This design comes from an exercise in tuning for small area on the open sky130 flow, not from production work. Only simulation tests tie the RTL to the original design; equivalence was not proved. Power is estimated from default activity; no workload was simulated.

--- flow/config.mk ---
export PLATFORM = sky130hd
export DESIGN_NAME = PongGame
export DESIGN_NICKNAME = PongGame
export VERILOG_FILES = /design/flow/design.v
export SDC_FILE = /design/flow/constraint.sdc
export NUM_CORES = 4
export LEC_CHECK = 0
export CAP_MARGIN = 20
export CORE_MARGIN = 2
export CORE_UTILIZATION = 40
export SLEW_MARGIN = 20
--- flow/constraint.sdc ---
create_clock -name core_clock -period 10.0 [get_ports {CLOCK_50}]
set_input_delay 2.0000 -clock core_clock [delete_from_list [all_inputs] [get_ports {CLOCK_50}]]
set_output_delay 2.0000 -clock core_clock [all_outputs]
set_load 0.01 [all_outputs]
--- flow/design.v ---
module slowClock #(parameter N = 20)
(
	input	 logic	Clock,
	input  logic	Reset,
	output logic	Enable
);
	logic [N-1:0] Count;
	always_ff @(posedge Clock, posedge Reset)
	begin
		if( Reset )
			begin
				Count <= 0;
				Enable <= 0;
			end
		else
			begin
				Count <= Count + 1;
				Enable <= ~| Count;
			end
	end
endmodule
module Divider
#(										 
	dividerTop = 10,				 
	dividerLeft = 10,				 
	dividerWidth = 10,			 
	dividerHeight = 900,			 
	screenWidth = 800,			 
	screenHeight = 600  			 
)
(
	input logic [9:0] yPosition,		 
	input logic [10:0] xPosition,		 
	output logic DrawDivider				 
);	
	logic [10:0] top;
	logic [10:0] bottom;
   	logic [10:0] left;
	logic [10:0] right;
	assign left = dividerLeft;							 
	assign top = dividerTop;							 
	assign right = dividerLeft+ dividerWidth;		 
	assign bottom = dividerTop + dividerHeight;	 
   assign DrawDivider = ((xPosition > left) & (xPosition < right) & (yPosition > top) & (yPosition < bottom)) ? 1 : 0;
endmodule
module Paddle
#(
	paddleTop = 10,			 
   paddleLeft = 10,			 
	paddleWidth = 50,			 
	paddleHeight = 150,		 
	screenWidth = 800,		 
	screenHeight = 600	    
	)
	(
	input Clock,							 
	input Enable,						 
	input Reset,
	input logic upPaddle,
	input logic downPaddle,			 
	input logic [9:0] yPosition,	 
	input logic [10:0] xPosition,	 
	output logic [10:0] topPaddle,
	output logic [10:0] bottomPaddle,
	output logic [10:0] leftPaddle,						
	output logic [10:0] rightPaddle,		
	output logic drawPaddle			 
);
	logic [10:0] top;
	logic [10:0] bottom;
	logic [10:0] left;
	logic [10:0] right;
	logic [10:0] yPaddle;
	logic [10:0] xPaddle;
	assign top = yPaddle;							 
	assign left = xPaddle;							 
	assign right= xPaddle + paddleWidth;		 
	assign bottom = yPaddle + paddleHeight;	 
	always_ff @(posedge Clock)
	begin
	if( Reset == 1 )	
   begin                           		 
		xPaddle <= paddleLeft;				
		yPaddle <= paddleTop;
		topPaddle <= paddleTop;
		bottomPaddle <= paddleTop + paddleHeight;
		leftPaddle <= paddleLeft;
		rightPaddle <= paddleLeft + paddleWidth;
	end			
	else if( Enable )
   begin				  							 
	if ((yPaddle > '0) && (upPaddle == 1))
		yPaddle <= yPaddle - 1 ;
	else if ((yPaddle <= 449) && (downPaddle == 1))	
		yPaddle <= yPaddle + 1;
	else 
		yPaddle <= yPaddle;
	topPaddle <= top;
	bottomPaddle <= bottom;
	leftPaddle <= left;
	rightPaddle <= right;
	end
	end
	assign drawPaddle = ((xPosition > leftPaddle) & (xPosition < rightPaddle) & (yPosition > topPaddle) & (yPosition < bottomPaddle)) ? 1 : '0;
endmodule
module ball
#(								 
	oLeft = 10,				 
	oTop = 10,				 
	oHeight = 20,			 
	oWidth = 20,			 
	screenWidth = 800,			 
	screenHeight = 600,			 
	xDirMove = 1,			 
	yDirMove = 1			 
)
(
	input Clock,						 
	input Enable,						 
	input Reset,						 
	input  logic [10:0] xPosition,		 
	input  logic [ 9:0] yPosition,      
	input logic [10:0] leftPlaneR,
	input logic [10:0] rightPlaneR,
	input logic [10:0] bottomPlaneR,
	input logic [10:0] topPlaneR,
	input logic [10:0] leftPlaneL,
	input logic [10:0] rightPlaneL,
	input logic [10:0] bottomPlaneL,
	input logic [10:0] topPlaneL,
	output logic drawBall			 
);
	logic [10:0] leftBall;						
	logic [10:0] rightBall;						
	logic [10:0] topBall;
	logic [10:0] bottomBall;
	logic [10:0] ballX;
	logic [10:0] ballY;
	logic xdir;
	logic ydir;	
	assign leftBall = ballX;						 
	assign rightBall = ballX + oWidth;		    
	assign topBall = ballY;						 
	assign bottomBall = ballY + oHeight;		 
	always_ff @(posedge Clock)
	begin
		if( Reset == 1 )						 
		begin									 
			ballX <= oLeft;			
			ballY <= oTop;
			xdir <= xDirMove;
			ydir <= yDirMove;
		end
		else if( Enable )
		begin
		ballX <= (xdir == 1) ? ballX + 1 : ballX - 1;	 
		ballY <= (ydir == 1) ? ballY + 1 : ballY - 1;	 
		if( topBall  <= 1 )                                 
				ydir <= 1;
		if ( bottomBall >= screenHeight )
				ydir <= '0;
		if( leftBall <= 1 )                                  
		begin 
			xdir <= 1;
			ydir<= 1;
			ballX <= oLeft;
			ballY <= oTop;
		end
      if( rightBall >= screenWidth )
		begin
		   xdir <= '0;
			ydir<= '0;
		   ballX <= oLeft;
			ballY <= oTop;
		end
		if ((rightBall >= leftPlaneR) & (rightBall <= rightPlaneR)  & (bottomPlaneR > topBall) & (topPlaneR < bottomBall))
			ydir <= '0;
		if ((leftBall <= rightPlaneL) & (leftBall >= leftPlaneL) & ( topBall<bottomPlaneL ) & ( bottomBall > topPlaneL))
			ydir <= '0;
		if ( (rightBall >= leftPlaneR) & (rightBall <= rightPlaneR) & (topPlaneR < topBall) & (bottomPlaneR > topBall))
			ydir <= 1;
		if ((leftBall <= rightPlaneL) & (leftBall >= leftPlaneL) & (bottomBall >= bottomPlaneL) & (topBall<= bottomPlaneL))
			ydir <= 1;		
		if ((bottomBall <= bottomPlaneR) & (topBall >= topPlaneR) &  (rightBall == leftPlaneR))
			xdir <= '0;
		if ((topBall >= topPlaneL) &  (leftBall == rightPlaneL) & (bottomBall <= bottomPlaneL))
			xdir <= 1;		
		end
	end
	assign drawBall = ((xPosition > leftBall) & (yPosition > topBall) & (xPosition < rightBall) & (yPosition < bottomBall) ) ? 1 : '0;
endmodule
module VgaController 
(
 input logic Clock,
 input logic Reset,
 output logic vSync_n,
 output logic hSync_n,
 output logic sync_n,
 output logic blank_n,
 output logic [9:0] nextY,
 output logic [10:0] nextX
 );
 logic [10:0] hCount;
 logic [9:0] vCount;
 always_ff@(posedge Clock, posedge Reset)
 begin
 if(Reset)
	begin
		hCount <= 0;
		vCount <= 0;
	end
 else if (hCount > 1039)
	begin
		hCount <= 0;
		vCount <= vCount + 1;
	end
 else if (vCount > 665)
	vCount <= 0;
 else
	hCount <= hCount + 1;
 end
 always_comb
	begin
		if (hCount < 800)
			nextX = hCount;
		else
			nextX = 0;
		if (vCount < 600)
			nextY = vCount;
		else
			nextY = 0;
		if((hCount >= 800) || (vCount >= 600))
			blank_n = 0;
		else
			blank_n = 1;
		if((hCount >= 856) && (hCount < 976))
			hSync_n = 0;
		else
			hSync_n = 1;
		if((vCount >= 637) && (hCount < 643))
			vSync_n = 0;
		else
			vSync_n = 1;
		if((hCount >= 856 && hCount < 976) || (vCount >= 637 && vCount < 643))
			sync_n = 0;
		else
			sync_n = 1;
	end 
 endmodule
module PongGame
(
	input CLOCK_50,
	input [3:0] KEY,
	input [9:0] SW,
	output logic VGA_BLANK_N,
	output logic VGA_SYNC_N,
	output logic VGA_HS,
	output logic VGA_VS,
	output logic [ 7:0] VGA_R,
	output logic [ 7:0] VGA_G,
	output logic [ 7:0] VGA_B
);
	logic [10:0] xPosition;			 
	logic [ 9:0] yPosition;			 
	logic [10:0] leftPlaneL;
	logic [10:0] rightPlaneL;
	logic [10:0] topPlaneL;
	logic [10:0] bottomPlaneL;
	logic [10:0] leftPlaneR;
	logic [10:0] rightPlaneR;
	logic [10:0] topPlaneR;
	logic [10:0] bottomPlaneR;
	logic drawBall;
	logic pix_stb;					 
	logic DrawDivider;
	VgaController vgaDisplay
	(
		.Clock(CLOCK_50),
		.Reset(SW[9]),
		.blank_n(VGA_BLANK_N),
		.sync_n(VGA_SYNC_N),
		.hSync_n(VGA_HS),
		.vSync_n(VGA_VS),
		.nextX(xPosition),
		.nextY(yPosition)
	);
	slowClock #(10) tick(CLOCK_50, SW[9], pix_stb);
	ball #(.oLeft(390), .oTop(290)) BallObj
	(
		.Clock(CLOCK_50),
		.Enable(pix_stb),
		.Reset(SW[9]),
		.xPosition(xPosition),
		.yPosition(yPosition),
		.drawBall(drawBall),
		.topPlaneL(topPlaneL),
		.topPlaneR(topPlaneR),
		.bottomPlaneL(bottomPlaneL),
		.bottomPlaneR(bottomPlaneR),
		.leftPlaneL(leftPlaneL),
		.leftPlaneR(leftPlaneR),
		.rightPlaneL(rightPlaneL),
		.rightPlaneR(rightPlaneR)
	);
logic drawPaddle_L;
	Paddle #(.paddleLeft(30), .paddleTop(225)) paddle_LObj
	(
		.Clock(CLOCK_50),
		.Enable(pix_stb),
		.Reset(SW[9]),
		.downPaddle(~KEY[3]),
      .upPaddle(~KEY[2]),
		.yPosition(yPosition),
		.xPosition(xPosition),
		.drawPaddle(drawPaddle_L),
		.bottomPaddle(bottomPlaneL),
		.topPaddle(topPlaneL),
		.rightPaddle(rightPlaneL),
		.leftPaddle(leftPlaneL)
	);
	logic drawPaddle_R;
	Paddle #(.paddleLeft(720), .paddleTop(225)) paddle_RObj
	(
		.Clock(CLOCK_50),
		.Enable(pix_stb),
		.Reset(SW[9]),
		.downPaddle(~KEY[1]),
      .upPaddle(~KEY[0]),
		.yPosition(yPosition),
		.xPosition(xPosition),
		.drawPaddle(drawPaddle_R),
		.bottomPaddle(bottomPlaneR),
		.topPaddle(topPlaneR),
		.rightPaddle(rightPlaneR),
		.leftPaddle(leftPlaneR)
	);
	Divider #(.dividerLeft(300), .dividerTop(300)) DividerObj
	(
		.yPosition(yPosition),
		.xPosition(xPosition),
		.DrawDivider(DrawDivider)
	);
	always_comb
	begin
	if( drawBall )													 
	{VGA_R, VGA_G, VGA_B} = {8'hFF, 8'hFF, 8'hFF};
	else if( drawPaddle_R )														
		{VGA_R, VGA_G, VGA_B} = {8'hEF, 8'h2F, 8'h2F};	 
	else if ( drawPaddle_L ) 
		{VGA_R, VGA_G, VGA_B} = {8'h07, 8'h37, 8'hF7};   
	else if( DrawDivider )										 
		{VGA_R, VGA_G, VGA_B} = {8'hFF, 8'hFF, 8'hFF};
	else
		{VGA_R, VGA_G, VGA_B} = {8'h00, 8'h00, 8'h00};	 
	end
endmodule
--- flow/run.sh ---
#!/bin/bash
# synth_recipe.tcl (not shown) runs the flow's synth.tcl, then flattens the netlist and writes it again
# the make line also repeats each setting of config.mk as NAME=value (left out here)
make -C /OpenROAD-flow-scripts/flow DESIGN_CONFIG=/design/flow/config.mk WORK_HOME=/design/flow/orfs CLKGATE_MAP_FILE= SYNTH_SCRIPT=/design/flow/synth_recipe.tcl finish
==> flow_metrics.env <==
export IMPL_hpwl_um=22700
export IMPL_maxCapViolations=0
export IMPL_cts_max_path_buffers=2
export IMPL_cp_common_cell="o21ai_0"
export IMPL_worstSkewPairLatency_ns=0.43
export IMPL_antenna_left=0
export IMPL_post_cts_buffers=0
export IMPL_hold_path_class="reg -> reg"
export IMPL_cp_depth=13
export IMPL_min_path_cells=1
export IMPL_worst_pin_slew_ns=1.04
export IMPL_start_kind="register"
export IMPL_place_gp_congestion=0.934
export IMPL_die_y_um=171
export IMPL_clock_skew_ns=0.0103
export IMPL_path_buf_inv=1
export IMPL_drive_above_1_share=0.0373
export IMPL_ys_flop_type="dfxtp_1"
export IMPL_synthMostInstantiatedCell="ha_1"
export IMPL_slowest_delay_ns=0.68
export IMPL_drv_slew=0
export IMPL_r2r_end="BallObj.ydir$_SDFFE_PP1P_"
export IMPL_port_buffer_count=33
export IMPL_path_cells="nor2_1, o21ai_0, a21oi_1, ha_1, nor2b_1, o21a_1, o21ai_0, nand2b_1, maj3_1, a2111oi_0, or4_1, nand3_1, clkdlybuf4s50_1"
export IMPL_grt_usage=0.211
export IMPL_drt_pass1_iter_count=5
export IMPL_maxSlewHeadroom=0.306
export IMPL_crit_family="compound AO/OA/AOI/OAI gates"
export IMPL_total_leakage_power_nw=5.41
export IMPL_rsz0062_at_grt="false"
export IMPL_synth_seq_cells=120
export IMPL_rows=61
export IMPL_ys_async_sr_fraction=0.267
export IMPL_critPathRequiredTime_ns=8.00
export IMPL_power_total_mw=1.18
export IMPL_crit_type="reg -> out"
export IMPL_cts_sinks=120
export IMPL_coreArea_um2=27700
export IMPL_yosysTopAreaCell="ha_1"
export IMPL_grt_pass1_wl_um=48600
export IMPL_syn_area_per_cell_um2=8.01
export IMPL_ys_top_cells_by_count="ha_1 (192), nand2_1 (125), nor2_1 (117)"
export IMPL_reg2reg_depth=12
export IMPL_wl_per_cell_um=17.0
export IMPL_power_density_nw_per_um2=95.9
export IMPL_grt_max_degree=65
export IMPL_postSynthCellCount=1399
export IMPL_fmax_ghz=0.144
export IMPL_dp_slack_ns=3.42
export IMPL_seqCellArea_um2=2570
export IMPL_antenna_diode_count=0
export IMPL_num_vias=9731
export IMPL_synthTopCellsByArea="ha_1 (21%), dfxtp_1 (16%), dfrtp_1 (7.1%)"
export IMPL_areaGrowthSynthToFinish_pct=9.78
export IMPL_crit_slowest_cell="a21oi_1"
export IMPL_totalWireLength_um=30100
export IMPL_period_needed_ns=6.93
export IMPL_r2r_start="BallObj.ballY[2]$_SDFFE_PP0P_"
export IMPL_synth_cell_type_count=74
export IMPL_final_setup_worst_slack_ns=3.07
export IMPL_setup_violations=0
export IMPL_status="no timing/DRC/antenna violations"
export IMPL_overflow=0
export IMPL_cts_htree_levels=4
export IMPL_dieWidth_um=171
export IMPL_multi_input_area_um2=7880
export IMPL_vdd_ir_drop_max_uv=97.2
export IMPL_drt_iter0_markers=690
export IMPL_die_area_um2=29400
export IMPL_ctsHoldBuffers=0
export IMPL_fillers=2771
export IMPL_syn_area_um2=11200
export IMPL_antenna_found_initial=0
export IMPL_fin_nets=1591
export IMPL_start_util=0.404
export IMPL_cp_arrival_ns=4.93
export IMPL_min_to="tick.Count[9]$_DFF_PP0_"
export IMPL_reg2reg_slack_ns=6.11
export IMPL_setup_tns_ns=0
export IMPL_first_global_vias=8916
export IMPL_pin_count=43
export IMPL_path_max_fanout=11
export IMPL_cts_tree="built"
export IMPL_clkTransAtPathRegs_ns=0.06
export IMPL_cts_root_buf="clkbuf_16"
export IMPL_yosysSeqAreaShare=0.229
export IMPL_synth_edf_count=0
export IMPL_ys_warn_count=6
export IMPL_drc=0
export IMPL_vias_per_cell=5.49
export IMPL_hold_start="tick.Count[9]$_DFF_PP0_"
export IMPL_hold_violations=0
export IMPL_numCtsBuffers=17
export IMPL_cts_resized=0
export IMPL_min_period_over_period=0.693
export IMPL_crit_path_end_kind="output pin"
export IMPL_synth_top_area_frac=0.214
[flip-flops by register name, indices dropped and copies added (netlist names)]
register,flops
BallObj.ballX,11
BallObj.ballY,11
BallObj.xdir,1
BallObj.ydir,1
paddle_LObj.bottomPaddle,10
paddle_LObj.topPaddle,11
paddle_LObj.yPaddle,11
paddle_RObj.bottomPaddle,10
paddle_RObj.topPaddle,11
paddle_RObj.yPaddle,11
tick.Count,10
tick.Enable,1
vgaDisplay.hCount,11
vgaDisplay.vCount,10
[final cells by class]
| cell class | count | area share |
|---|---|---|
| Sequential cell | 120 | 0.209 |
| Tap cell | 378 | 0.0385 |
| Clock buffer | 20 | 0.0381 |
| Multi-Input combinational cell | 1096 | 0.641 |
| Inverter | 108 | 0.0330 |
| Clock inverter | 12 | 0.0112 |
| Timing Repair Buffer | 39 | 0.0301 |
[layer usage]
layer,global-route usage,share of wire,vias to the layer above
li1,-,-,4934
met1,0.301,0.50,4533
met2,0.328,0.44,232
met3,0.0320,0.050,32
met4,0.0578,0.014,0
met5,0,0,-
[layout by cell type (no fill, tap or decap), types with 19 or more instances in the layout]
| cell type | netlist | layout |
|---|---|---|
| o211ai_1 | 39 | 39 |
| inv_1 | 106 | 106 |
| nand3_1 | 44 | 44 |
| a21o_1 | 24 | 24 |
| nor2_1 | 117 | 117 |
| clkdlybuf4s50_1 | 0 | 32 |
| dfrtp_1 | 32 | 31 |
| nand4_1 | 23 | 23 |
| xor2_1 | 23 | 23 |
| a21oi_1 | 84 | 84 |
| mux2i_1 | 20 | 20 |
| or3_1 | 19 | 19 |
| ha_1 | 192 | 192 |
| nand2_1 | 125 | 125 |
| nor2b_1 | 22 | 22 |
| xnor2_1 | 64 | 64 |
| nor3_1 | 20 | 20 |
| dfxtp_1 | 88 | 88 |
| o21ai_0 | 73 | 73 |
[where the power goes]
part	leakage, nW	switching (mW)	internal, mW
Clock	0.293	0.261	0.392
Sequential	1.13	0.00355	0.481
Combinational	3.99	0.0262	0.0161
Total	5.41	0.291	0.888
[metrics by stage]
step | instance area [um^2] | hold slack [ns] | utilization | cells
floorplan | 11200 | 0.433 | - | 1400
global placement | 11700 | 0.451 | 0.421 | 1741
detailed placement | 11700 | 0.454 | 0.422 | 1741
CTS | 12300 | 0.466 | 0.444 | 1773
global route | 12300 | 0.495 | 0.444 | 1773
finish | 12300 | 0.459 | 0.444 | 1773
[logic make-up after synthesis]
group                      after synthesis  synth area share
and+or+nand+nor                        465             0.204
AOI/OAI and AO/OA                      323             0.189
adders and majority gates              197             0.221
buffers and inverters                  184            0.0697
DFF                                    120             0.229
xor gates and xnor gates                87            0.0680
muxes                                   22            0.0199
other                                    1          0.000335
[worst max path at each step]
stage,to,slack [ns],start
2_1_floorplan,VGA_B[1],4.66,vgaDisplay.vCount[7]$_DFFE_PP0P_
5_1_grt,VGA_G[1],2.58,vgaDisplay.vCount[7]$_DFFE_PP0P_
4_1_cts,VGA_G[1],2.93,vgaDisplay.vCount[7]$_DFFE_PP0P_
3_3_place_gp,VGA_R[2],3.51,vgaDisplay.vCount[7]$_DFFE_PP0P_
6_report,VGA_B[1],3.07,vgaDisplay.vCount[7]$_DFFE_PP0P_
3_5_place_dp,VGA_G[1],3.42,vgaDisplay.vCount[7]$_DFFE_PP0P_

==> afterwards: timing with drivers on the ports <==
No port has a modelled driver above. Below, the same layout with a new extraction and two added sets of constraints. Step 1 sets driving cells, clkbuf_16 on the clock port and buf_2 on the other inputs (assumed; they add their load-dependent delay and slew). Step 2, shift: input delay + t, output delay - t, t = (earliest + latest rising clock arrival at the registers) / 2. This alone moves slack from input paths to output paths. a / b / c = no drivers / after step 1 / after step 2; a / b = the first two.
t (ns): 0.479
slack for setup (ns): 3.067 / 3.014 / 3.494
worst setup path after step 2: register to output
cell pins on the clock port's net: 1
After both steps this run still meets setup and hold. For this run, drivers alone change the setup slack by -0.053 ns; drivers and shift together by +0.427 ns.
